Source: an optimization exercise on an open RTL-to-GDS flow (aim: small area, a short achievable clock period and few clock cycles). Production flows keep margins and buffers that such runs may drop. No functional check of the RTL was part of this run.

===== flow/design.v =====
`timescale 1ns/100ps
`default_nettype none
module M1 (
   input  logic		Clock,
   input  logic		Resetn, 
   input  logic		start,
   output logic		done,
   input  logic   [15:0]   SRAM_read_data,
   output logic [17:0]	SRAM_address,
   output logic [15:0]	SRAM_write_data,
   output logic		SRAM_we_n
);
typedef enum logic [4:0] {
	S_IDLE,
	S_LEAD_IN0,
	S_LEAD_IN1,
	S_LEAD_IN2,
	S_LEAD_IN3,
	S_LEAD_IN4,
	S_LEAD_IN5,
	S_LEAD_IN6,
	S_LEAD_IN7,
	S_LEAD_IN8,
	S_COMMON_0,
	S_COMMON_1,
	S_COMMON_2,
	S_COMMON_3,
	S_COMMON_4,
	S_COMMON_5,
	S_COMMON_6,
	S_COMMON_7,
	S_LEAD_OUT0,
	S_LEAD_OUT1,
	S_LEAD_OUT2,
	S_LEAD_OUT3,
	S_LEAD_OUT4
} M1_state;
M1_state M1_S_state;
localparam [13:0] base_memory_Y = 14'd0;
localparam [15:0]base_memory_U = 16'd13824;
localparam [15:0]base_memory_V = 16'd20736;
localparam [17:0]base_memory_RGB = 18'd220672;
logic [13:0] memory_Y;
logic [15:0] memory_U;
logic [15:0] memory_V;
logic [17:0] memory_RGB;
logic [13:0] memory_offset_Y;
logic [15:0] memory_offset_UV;
logic [17:0] memory_offset_RGB;
logic [7:0] U9_m, U7_m, U5_m, U3_m, U1_m;
logic [7:0] U9_p, U7_p, U5_p, U3_p, U1_p;
logic [7:0] V9_m, V7_m, V5_m, V3_m, V1_m;
logic [7:0] V9_p, V7_p, V5_p, V3_p, V1_p;
logic [7:0] Uodd;
logic [7:0] Vodd;
logic [7:0] U_prime_even, V_prime_even;
logic [7:0] Ye, Yo;
logic [31:0] M0, M1, M2, M3;
logic [31:0] M0_buff, M1_buff, M2_buff, M3_buff;
logic [31:0] M0_op_1, M0_op_2, M1_op_1, M1_op_2, M2_op_1, M2_op_2, M3_op_1, M3_op_2;
logic [31:0] accU_prime, accV_prime;  
logic [7:0] U_prime_odd, V_prime_odd;
logic [31:0] Re, Ro;
logic [31:0] Ge, Go;
logic [31:0] Be, Bo;
logic [7:0] Re_write, Ro_write;
logic [7:0] Ge_write, Go_write;
logic [7:0] Be_write, Bo_write;
logic even_cycle, new_row;
logic [7:0] pixel_compute_counter;
logic [7:0] pixel_column_counter;
always_ff @ (posedge Clock or negedge Resetn) begin
	if (~Resetn) begin
		SRAM_we_n <= 1'b1;			
		done <= 1'd0;
		SRAM_write_data <= 16'd0;
		SRAM_address <= 18'd0;
		M1_S_state <= S_IDLE;
		U9_m <= 8'h0; U7_m <= 8'h0; U5_m <= 8'h0; U3_m <= 8'h0; U1_m <= 8'h0;
		U1_p <= 8'h0; U3_p <= 8'h0; U5_p <= 8'h0; U7_p <= 8'h0; U9_p <= 8'h0;
		V9_m <= 8'h0; V7_m <= 8'h0; V5_m <= 8'h0; V3_m <= 8'h0; V1_m <= 8'h0; 
		V1_p <= 8'h0; V3_p <= 8'h0; V5_p <= 8'h0; V7_p <= 8'h0; V9_p <= 8'h0;
		Ye <= 8'h0;
		Yo <= 8'h0;
		Uodd <= 8'h0;
		Vodd <= 8'h0;
		U_prime_even <= 8'h0;
		V_prime_even <= 8'h0;
		accU_prime <= 32'h0; 
		accV_prime <= 32'h0;
		new_row <= 1'b1;
		M0_op_1 <= 32'h0; M0_op_2 <= 32'h0; M1_op_1 <= 32'h0; M1_op_2 <= 32'h0; M2_op_1 <= 32'h0;
		M2_op_2 <= 32'h0; M3_op_1 <= 32'h0; M3_op_2<= 32'h0;
		Re <= 8'h0;
		Ro <= 8'h0;
		Ge <= 8'h0;
		Go <= 8'h0;
		Be <= 8'h0;	
		Bo <= 8'h0;
		M0_buff <= 32'h0;
		M1_buff <= 32'h0;
		M2_buff <= 32'h0;
		M3_buff <= 32'h0;
		memory_Y <= base_memory_Y;
		memory_U <= base_memory_U;
		memory_V <= base_memory_V;
		memory_RGB <= base_memory_RGB;
		memory_offset_Y <= 14'd0;
		memory_offset_UV <= 15'd0;
		memory_offset_RGB <= 17'd0;
		even_cycle <= 1'b1;
		pixel_compute_counter <= 8'h0;
		pixel_column_counter <= 8'h0;
	end else begin
			case (M1_S_state)
			S_IDLE: begin
					memory_Y <= base_memory_Y;
					memory_U <= base_memory_U;
					memory_V <= base_memory_V;
					memory_RGB <= base_memory_RGB;
					if (start == 1'b1) begin
						done <= 1'd0;
						memory_offset_Y <= 14'd0;
						memory_offset_RGB <= 18'd0;
						pixel_column_counter <= 8'h0;
						even_cycle <= 1'b1;
						memory_offset_UV <= 16'd0;
						M1_S_state <= S_LEAD_IN0;
						SRAM_address <= memory_U;  
					end 
			end
			S_LEAD_IN0: begin
					SRAM_address <= memory_V + memory_offset_UV;  
					memory_offset_UV <= memory_offset_UV + 1'b1;   
					SRAM_we_n <= 1'b1;
					M1_S_state <= S_LEAD_IN1;
					new_row <= 1'b1;
					pixel_compute_counter <= 7'b0;
			end
			S_LEAD_IN1: begin
					SRAM_address <= memory_U + memory_offset_UV;   
					M1_S_state <= S_LEAD_IN2;          					
			end
			S_LEAD_IN2: begin
					SRAM_address <= memory_V + memory_offset_UV;   
					U9_m <= SRAM_read_data[15:8]; 	
					U7_m <= SRAM_read_data[15:8]; 
					U5_m <= SRAM_read_data[15:8];  
					U3_m <= SRAM_read_data[15:8]; 
					U1_m <= SRAM_read_data[15:8];
					U1_p <= SRAM_read_data[7:0];
					memory_offset_UV <= memory_offset_UV + 1'b1;
					M1_S_state <= S_LEAD_IN3;			
			end
			S_LEAD_IN3: begin
					SRAM_address <= memory_U + memory_offset_UV;   
					V9_m <= SRAM_read_data[15:8]; 
					V7_m <= SRAM_read_data[15:8]; 
					V5_m <= SRAM_read_data[15:8];  
					V3_m <= SRAM_read_data[15:8]; 
					V1_m <= SRAM_read_data[15:8];
					V1_p <= SRAM_read_data[7:0];
					M1_S_state <= S_LEAD_IN4;				
			end
			S_LEAD_IN4: begin
					SRAM_address <= memory_V + memory_offset_UV;  
					memory_offset_UV <= memory_offset_UV + 1'b1;
					U3_p <= SRAM_read_data[15:8];
					U5_p <= SRAM_read_data[7:0];  
					M1_S_state <= S_LEAD_IN5;				
			end
			S_LEAD_IN5: begin
					SRAM_address <= memory_Y + memory_offset_Y;  
					V3_p <= SRAM_read_data[15:8];
					V5_p <= SRAM_read_data[7:0];  
					memory_offset_Y <= memory_offset_Y + 1'b1;
					M1_S_state <= S_LEAD_IN6;				
			end
			S_LEAD_IN6: begin 
					U7_p <= SRAM_read_data[15:8];
					U9_p <= SRAM_read_data[7:0];  
					M1_S_state <= S_LEAD_IN7;				
			end
			S_LEAD_IN7: begin
					V7_p <= SRAM_read_data[15:8];
					V9_p <= SRAM_read_data[7:0];  
					M1_S_state <= S_LEAD_IN8;				
			end
			S_LEAD_IN8: begin
					Ye <= SRAM_read_data[15:8];
					Yo <= SRAM_read_data[7:0];
					SRAM_address <= memory_RGB + memory_offset_RGB;
					U_prime_even <= U1_m;	
					V_prime_even <= V1_m;
					M0_op_1 <= 32'd36;   M0_op_2 <= {24'd0, U9_m};
					M1_op_1 <= 32'd98;   M1_op_2 <= {24'd0, U7_m};
					M2_op_1 <= 32'd233;  M2_op_2 <= {24'd0, U5_m};
					M3_op_1 <= 32'd528;  M3_op_2 <= {24'd0, U3_m};
					M1_S_state <= S_COMMON_0;				
			end
			S_COMMON_7: begin
					SRAM_address <= memory_RGB + memory_offset_RGB;
					Ye <= SRAM_read_data[15:8];
					Yo <= SRAM_read_data[7:0];
					Go <= (M1_buff - M3_buff - M0 + 32'd16384);
					Bo <= (M1_buff + M1 + 32'd16384);
					U_prime_even <= U1_m;	
					SRAM_write_data <= {Re_write, Ge_write};  
					V_prime_even <= V1_m;
					if(!new_row) begin 
					SRAM_we_n <= 1'b0;
					memory_offset_RGB <= memory_offset_RGB + 1'b1;
					end
					M0_op_1 <= 32'd36;   M0_op_2 <= {24'd0, U9_m};
					M1_op_1 <= 32'd98;   M1_op_2 <= {24'd0, U7_m};
					M2_op_1 <= 32'd233;  M2_op_2 <= {24'd0, U5_m};
					M3_op_1 <= 32'd528;  M3_op_2 <= {24'd0, U3_m};
					even_cycle <= !even_cycle;
					if(pixel_compute_counter < 190)
					M1_S_state <= S_COMMON_0;		
					else 
					M1_S_state <= S_LEAD_OUT0;
			end
			S_COMMON_0: begin
					SRAM_address <= memory_RGB + memory_offset_RGB;
					if(!new_row) begin 
					SRAM_we_n <= 1'b0;
					memory_offset_RGB <= memory_offset_RGB + 1'b1;
					end
					M0_op_1 <= 32'd1815; M0_op_2 <= {24'd0, U1_m};
					M1_op_1 <= 32'd1815; M1_op_2 <= {24'd0, U1_p};
					M2_op_1 <= 32'd528;  M2_op_2 <= {24'd0, U3_p};
					M3_op_1 <= 32'd233;  M3_op_2 <= {24'd0, U5_p};
					accU_prime <= M0 - M1 - M2 + M3;
					SRAM_write_data <= {Be_write, Ro_write};  
					M1_S_state <= S_COMMON_1; 
			end
			S_COMMON_1: begin
					SRAM_address <= memory_RGB + memory_offset_RGB;
					SRAM_write_data <= {Go_write, Bo_write};  
					if(!new_row) begin 
					SRAM_we_n <= 1'b0;
					memory_offset_RGB <= memory_offset_RGB + 1'b1;
					pixel_compute_counter <= pixel_compute_counter + 2'd2;
					end
					M0_op_1 <= 32'd98;   M0_op_2 <= {24'd0, U7_p};
					M1_op_1 <= 32'd36;   M1_op_2 <= {24'd0, U9_p};
					M2_op_1 <= 32'd36;   M2_op_2 <= {24'd0, V9_m};
					M3_op_1 <= 32'd98;   M3_op_2 <= {24'd0, V7_m};
				    accU_prime <= M0 + M1 + M2 - M3 + accU_prime;
					new_row <= 1'b0;
					M1_S_state <= S_COMMON_2;			
			end
			S_COMMON_2: begin
					if(even_cycle && pixel_compute_counter < 180) begin
						SRAM_address <= memory_U + memory_offset_UV;   
					end 
					M0_op_1 <= 32'd233;  M0_op_2 <= {24'd0, V5_m};
					M1_op_1 <= 32'd528;  M1_op_2 <= {24'd0, V3_m};
					M2_op_1 <= 32'd1815; M2_op_2 <= {24'd0, V1_m};
					M3_op_1 <= 32'd1815; M3_op_2 <= {24'd0, V1_p};
					SRAM_we_n <= 1'b1;
					accU_prime <= accU_prime - M0 + M1 + 32'd2048;  
					accV_prime <= M2 - M3;
					M1_S_state <= S_COMMON_3;				
			end
			S_COMMON_3: begin
					if(even_cycle && pixel_compute_counter < 180) begin  
					SRAM_address <= memory_V + memory_offset_UV;   
					memory_offset_UV <= memory_offset_UV + 1'b1;
					end 
					M0_op_1 <= 32'd528;  M0_op_2 <= {24'd0, V3_p};
					M1_op_1 <= 32'd233;  M1_op_2 <= {24'd0, V5_p};
					M2_op_1 <= 32'd98;   M2_op_2 <= {24'd0, V7_p};
					M3_op_1 <= 32'd36;   M3_op_2 <= {24'd0, V9_p};
					accV_prime <= -M0 + M1 + M2 + M3 + accV_prime;
					M1_S_state <= S_COMMON_4;				
			end
			S_COMMON_4: begin
				if(pixel_compute_counter < 190) begin  
					SRAM_address <= memory_Y + memory_offset_Y;   
					memory_offset_Y <= memory_offset_Y + 1'b1;	
				end 
					M0_op_1 <= 32'sd38142; M0_op_2 <= ({24'd0, Ye} - 32'sd16);             
					M1_op_1 <= 32'sd38142; M1_op_2 <= ({24'd0, Yo} - 32'sd16);             
					M2_op_1 <= 32'sd12845; M2_op_2 <= ({24'd0, U_prime_even} - 32'sd128); 
					M3_op_1 <= 32'sd12845; M3_op_2 <= ({24'd0, U_prime_odd}  - 32'sd128);
					accV_prime <= M0 - M1 - M2 + M3 + accV_prime + 32'd2048;   
					M1_S_state <= S_COMMON_5;				
			end
			S_COMMON_5: begin 
					U9_m <= U7_m;	
					U7_m <= U5_m;
					U5_m <= U3_m; 
					U3_m <= U1_m;
					U1_m <= U1_p;
					U1_p <= U3_p;
					U3_p <= U5_p;
					U5_p <= U7_p;  
					U7_p <= U9_p;  
					if(even_cycle && pixel_compute_counter < 180) begin
						U9_p <= SRAM_read_data[15:8];
						Uodd <= SRAM_read_data[7:0]; 
					end else if(!even_cycle && pixel_compute_counter < 180) begin
						U9_p <= Uodd;
					end
					M0_op_1 <= 32'sd66093; M0_op_2 <= ({24'd0, U_prime_even} - 32'sd128);
					M1_op_1 <= 32'sd52298; M1_op_2 <= ({24'd0, V_prime_even} - 32'sd128);  
					M2_op_1 <= 32'sd52298; M2_op_2 <= ({24'd0, V_prime_odd} - 32'sd128);  
					M3_op_1 <= 32'sd26640; M3_op_2 <= ({24'd0, V_prime_even} - 32'sd128);
					M0_buff <= M0;
					M1_buff <= M1;
					M2_buff <= M2;
					M3_buff <= M3;
					M1_S_state <= S_COMMON_6;				
			end   
			S_COMMON_6: begin
					V9_m <= V7_m;	
					V7_m <= V5_m;
					V5_m <= V3_m; 
					V3_m <= V1_m;
					V1_m <= V1_p;
					V1_p <= V3_p;
					V3_p <= V5_p;
					V5_p <= V7_p;  
					V7_p <= V9_p;  
					Re <= (M0_buff + M1 + 32'd16384);
					Ro <= (M1_buff + M2 + 32'd16384);
					Ge <= (M0_buff - M2_buff - M3 + 32'd16384);
					Be <= (M0_buff + M0 + 32'd16384);
					M0_op_1 <= 32'sd26640; M0_op_2 <= ({24'd0, V_prime_odd} - 32'sd128);
					M1_op_1 <= 32'sd66093; M1_op_2 <= ({24'd0, U_prime_odd} - 32'sd128);
					if(even_cycle && pixel_compute_counter < 180) begin
						V9_p <= SRAM_read_data[15:8];
						Vodd <= SRAM_read_data[7:0]; 
					end else if(!even_cycle && pixel_compute_counter < 180) begin
						V9_p <= Vodd;					
					end
					M1_S_state <= S_COMMON_7;
			end
			S_LEAD_OUT0: begin
					SRAM_address <= memory_RGB + memory_offset_RGB;
					SRAM_write_data <= {Be_write, Ro_write}; 
					memory_offset_RGB <= memory_offset_RGB + 1'b1;
					M1_S_state <= S_LEAD_OUT1;				
			end
			S_LEAD_OUT1: begin
				    SRAM_address <= memory_RGB + memory_offset_RGB;
					SRAM_write_data <= {Go_write, Bo_write}; 
					memory_offset_RGB <= memory_offset_RGB + 1'b1;
					M1_S_state <= S_LEAD_OUT2;
			end
			S_LEAD_OUT2: begin
			if(pixel_column_counter < 8'd143) begin
					M1_S_state <= S_LEAD_IN0;		
					new_row <= 1'b1;
					SRAM_address <= memory_U + memory_offset_UV;
					pixel_column_counter <= pixel_column_counter + 8'h1;	
					SRAM_we_n <= 1'b1;
			end else begin
					SRAM_we_n <= 1'b1;
					M1_S_state <= S_IDLE;
					done <= 1'b1;
					end
			end 
			default: M1_S_state <= S_IDLE;
			endcase
	end
	end
assign Re_write = Re[31] ? 8'h00 : |Re[30:23] ? 8'hFF : Re[22:15];  
assign Ro_write = Ro[31] ? 8'h00 : |Ro[30:23] ? 8'hFF : Ro[22:15];
assign Ge_write = Ge[31] ? 8'h00 : |Ge[30:23] ? 8'hFF : Ge[22:15];
assign Go_write = Go[31] ? 8'h00 : |Go[30:23] ? 8'hFF : Go[22:15];
assign Be_write = Be[31] ? 8'h00 : |Be[30:23] ? 8'hFF : Be[22:15];
assign Bo_write = Bo[31] ? 8'h00 : |Bo[30:23] ? 8'hFF : Bo[22:15];
assign U_prime_odd = accU_prime[31] ? 8'h00 : |accU_prime[30:20] ? 8'hFF : accU_prime[19:12];
assign V_prime_odd = accV_prime[31] ? 8'h00 : |accV_prime[30:20] ? 8'hFF : accV_prime[19:12];
logic [63:0] M0_result, M1_result, M2_result, M3_result;
assign M0 = M0_result[31:0];
assign M1 = M1_result[31:0];
assign M2 = M2_result[31:0];
assign M3 = M3_result[31:0];
assign M0_result = M0_op_1 * M0_op_2;
assign M1_result = M1_op_1 * M1_op_2;
assign M2_result = M2_op_1 * M2_op_2;
assign M3_result = M3_op_1 * M3_op_2;
endmodule

===== flow/run.sh =====
#!/bin/bash
# synth_recipe.tcl (not shown) runs the flow's synth.tcl, then flattens the netlist and writes it again
# the make line also repeats each setting of config.mk as NAME=value (left out here)
make -C /OpenROAD-flow-scripts/flow DESIGN_CONFIG=/design/flow/config.mk WORK_HOME=/design/flow/orfs CLKGATE_MAP_FILE= SYNTH_SCRIPT=/design/flow/synth_recipe.tcl finish

===== flow/config.mk =====
export PLATFORM = sky130hd
export DESIGN_NAME = M1
export DESIGN_NICKNAME = M1
export VERILOG_FILES = /design/flow/design.v
export SDC_FILE = /design/flow/constraint.sdc
export NUM_CORES = 4
export LEC_CHECK = 0
export CAP_MARGIN = 20
export CORE_MARGIN = 2
export CORE_UTILIZATION = 40
export SLEW_MARGIN = 20

===== flow/constraint.sdc =====
create_clock -name core_clock -period 14.0 [get_ports {Clock}]
set_input_delay 2.8000 -clock core_clock [delete_from_list [all_inputs] [get_ports {Clock}]]
set_output_delay 2.8000 -clock core_clock [all_outputs]
set_load 0.01 [all_outputs]

==> reports/metrics.yaml <==
worstPathArrival_ns: 13.50
critPathMaxStageDelay_ns: 0.83
cts_sinks: 689
dr.pass1.iters: 7
tightest_slew_ns: 1.16
crit_type: "register to register"
min_path_cells: 2
start_kind: "register"
fin_worst_skew_ns: 0.0908
crit_path_frequent_cell: "inv_1"
final-setup-viol-count: 0
die_y_um: 486
run_status: "timing/DRC/antenna clean"
layout_common_cells: "inv_1 (1823), ha_1 (1226), fa_1 (1194)"
grt.busiest_layer: "met2"
syn_inst: 9992
antenna_found_initial: 12
fin_crit_sh_pct: 92.3
grt_max_degree: 188
worstSkewPairLatency_ns: 0.78
cts_tree: "built"
drtIter0Drc: 5645
gp_congestion: 0.971
placed_cells: 12900
grt_pass1_vias: 73900
fin_crit_ns: 12.92
r2r_start: "M1_op_2[30]"
grt_pass1_wl_um: 459000
hold_class: "register to register"
relSlewSlack_pct: 22.3
vias: 71200
grt_util_all_layers_pct: 25.6
area_growth_pct: 8.14
max_freq_mhz: 77.4
core.rowCount: 176
wire_per_inst_um: 23.0
cts_root_buffer: "clkbuf_16"
async_reset_ff_share_pct: 100
die-area_um2: 236000
use_met3_pct: 4.19
fin_cells: 13100
vias_per_cell: 5.45
wl_um: 300000
die_w_um: 486
ys_seq_elements: 689
syn_nets: 12400
hpwl_um: 249000
drive_above_1_share_pct: 4.15
final_common_cell: "inv_1"
htreeDepth: 3
cts_buffers: 89
hold_start: "Ge[22]"
path_clk_slew_ns: 0.06
regToRegEndpoint: "accV_prime[31]"
seqCellArea_um2: 17200
seq_area_frac_synth_pct: 18.6
cp_slowest_cell: "dfrtp_1"
overflow: 0
final_hold_viol_count: 0
drc: 0
ant_nets: 0
rsz0062_at_grt: "false"
reg2reg_setup_slack_ns: 1.08
met1_usage_pct: 33.9
tns_ns: 0
postCtsResizedCells: 0
r2r_cells: 48
nets: 12400
ctsHoldBuffers: 0
initial_core_util_pct: 40.3
io_pins: 55
finalMaxSlewViolations: 0
syn_avg_cell_area_um2: 9.29
fill_cells: 22300
end_kind: "register"
core_um2: 230000
syn-cell-area_um2: 92800
yosys_most_used_dff: "dfrtp_1"
grt_use_met2_pct: 41.3
drv_cap: 0
clock_path_buffers: 3
required_ns: 14.58
synth_edf_count: 0
port_buffers: 54
synth_cell_types: 96
hold_end: "Ge[22]"
multiInputGateArea_um2: 67700
ys_warn_count: 1
postCtsSetupBuffers: 0
crit_fanout: 26
[critical path, delay by kind of cell, from the launching register on]
kind,cells,cell delay (ns)
flops,1,0.83
buf+inv,12,1.05
xor+xnor,4,0.62
compound gates,13,3.23
fa+ha+maj,14,6.07
simple gates,5,0.93
[synth_stat cells (35+ instances only)]
master    number  share of area, %
nand3_1      103              0.56
a21oi_1      440               2.4
nand4_1       49              0.33
a222oi_1      35              0.38
xor2_1       204               1.9
nor3_1        82              0.44
ha_1        1226                17
dfrtp_1      686                18
a221oi_1      41              0.39
inv_1       1823               7.4
o21a_1        73              0.59
o21ai_0      651               3.5
clkbuf_1     308               1.2
o21bai_1      72              0.58
o31ai_1       43              0.35
and2_1       340               2.3
nor2b_1       51              0.34
a31oi_1       36              0.24
a221o_1       51              0.55
fa_1        1194                26
a22oi_1       69              0.56
nor2_1       352               1.4
nand2b_1      53              0.36
mux2i_1       87              0.94
a21o_1       167               1.4
and3_1        44              0.30
nand2_1      946               3.8
xnor2_1      333               3.1
[layout make-up]
| class | instances | share of cell area (%) |
|---|---|---|
| clock inverter | 32 | 0.419 |
| tap | 3026 | 3.77 |
| sequential | 689 | 17.2 |
| multi-input combinational | 7147 | 67.4 |
| inverter | 1827 | 6.83 |
| timing repair buffer | 205 | 1.76 |
| clock buffer | 129 | 2.57 |
| antenna | 7 | 0.0175 |
[worst max-delay path by stage]
stage | start | end | slack, ns | cells after the start
5_1_grt | M1_op_2[30] | accV_prime[31] | 0.32 | 44
3_3_place_gp | M1_op_2[30] | accV_prime[31] | 1.16 | 47
3_5_place_dp | M1_op_2[30] | accV_prime[31] | 1.16 | 47
6_report | M1_op_2[30] | accV_prime[31] | 1.08 | 48
2_1_floorplan | M1_op_2[30] | accV_prime[31] | 2.74 | 47
4_1_cts | M1_op_2[30] | accV_prime[31] | 1.12 | 47
[registers in the layout, indices dropped and copies added, names as in the netlist, 11 cells and up]
| name | cells |
|---|---|
| memory_offset_UV | 16 |
| memory_offset_Y | 14 |
| M3_buff | 32 |
| Ro | 17 |
| SRAM_address | 18 |
| memory_offset_RGB | 18 |
| M1_op_1 | 11 |
| SRAM_write_data | 16 |
| M1_buff | 32 |
| Go | 17 |
| M2_buff | 32 |
| M0_op_1 | 13 |
| Be | 17 |
| M0_buff | 32 |
| Bo | 17 |
| Ge | 17 |
| M3_op_1 | 13 |
| accU_prime | 32 |
| accV_prime | 32 |
| Re | 17 |
[cells by family (layout without fill, tap and decap cells)]
| kind of cell | count (synthesis) | in the layout | synth area share, % |
|---|---|---|---|
| DFF | 689 | 689 | 18.6 |
| muxes | 110 | 110 | 1.22 |
| buffers and inverters | 2156 | 2193 | 8.75 |
| and+or+nand+nor | 2110 | 2110 | 10.5 |
| AOI/OAI and AO/OA | 1957 | 1957 | 13.4 |
| xor gates and xnor gates | 542 | 542 | 5.16 |
| other | 1 | 8 | 0.00404 |
| adders and majority gates | 2427 | 2427 | 42.4 |
[stage by stage]
step	area (um^2)	setup slack, ns	hold WS [ns]	util, %
after CTS	100000	1.12	0.471	43.5
after detailed placement	97300	1.16	0.459	42.2
final	100000	1.08	0.465	43.6
after global placement	97300	1.16	0.454	42.2
after floorplan	92800	2.74	0.433	-
after global routing	100000	0.323	0.500	43.6
[layer usage]
metal | part of all wire, % | wire length (um)
met5 | 0.014 | 41
met3 | 6.7 | 20200
met1 | 42 | 126000
met4 | 4.8 | 14500
met2 | 46 | 139000

## port drivers added, routing unchanged
In the flow no input, the clock included, has a driving cell. The finished layout below was timed again as built, in two steps.
Step 1 (the two cells are an assumption about what drives the block):
set clk [get_ports {Clock}]
set_driving_cell -lib_cell sky130_fd_sc_hd__clkbuf_16 $clk
set_driving_cell -lib_cell sky130_fd_sc_hd__buf_2 [delete_from_list [all_inputs] $clk]
Step 2 adds t to the input delays and takes it off the output delays; t is the mean of the earliest and latest rising clock arrival at the registers after step 1. Input paths then give back, and output paths get back, about the clock's delay inside the block.
Three values: ideal, step 1, step 2; two values: the first two.
t (ns): 0.832
slack for setup (ns): 1.075 / 1.075 / 1.075
worst setup path at the end: register to register
slew at the worst register clock pin (ns): 0.09 / 0.09
After both steps this run still meets setup and hold. For this run, drivers alone change the setup slack by 0.000 ns; drivers and shift together by 0.000 ns.
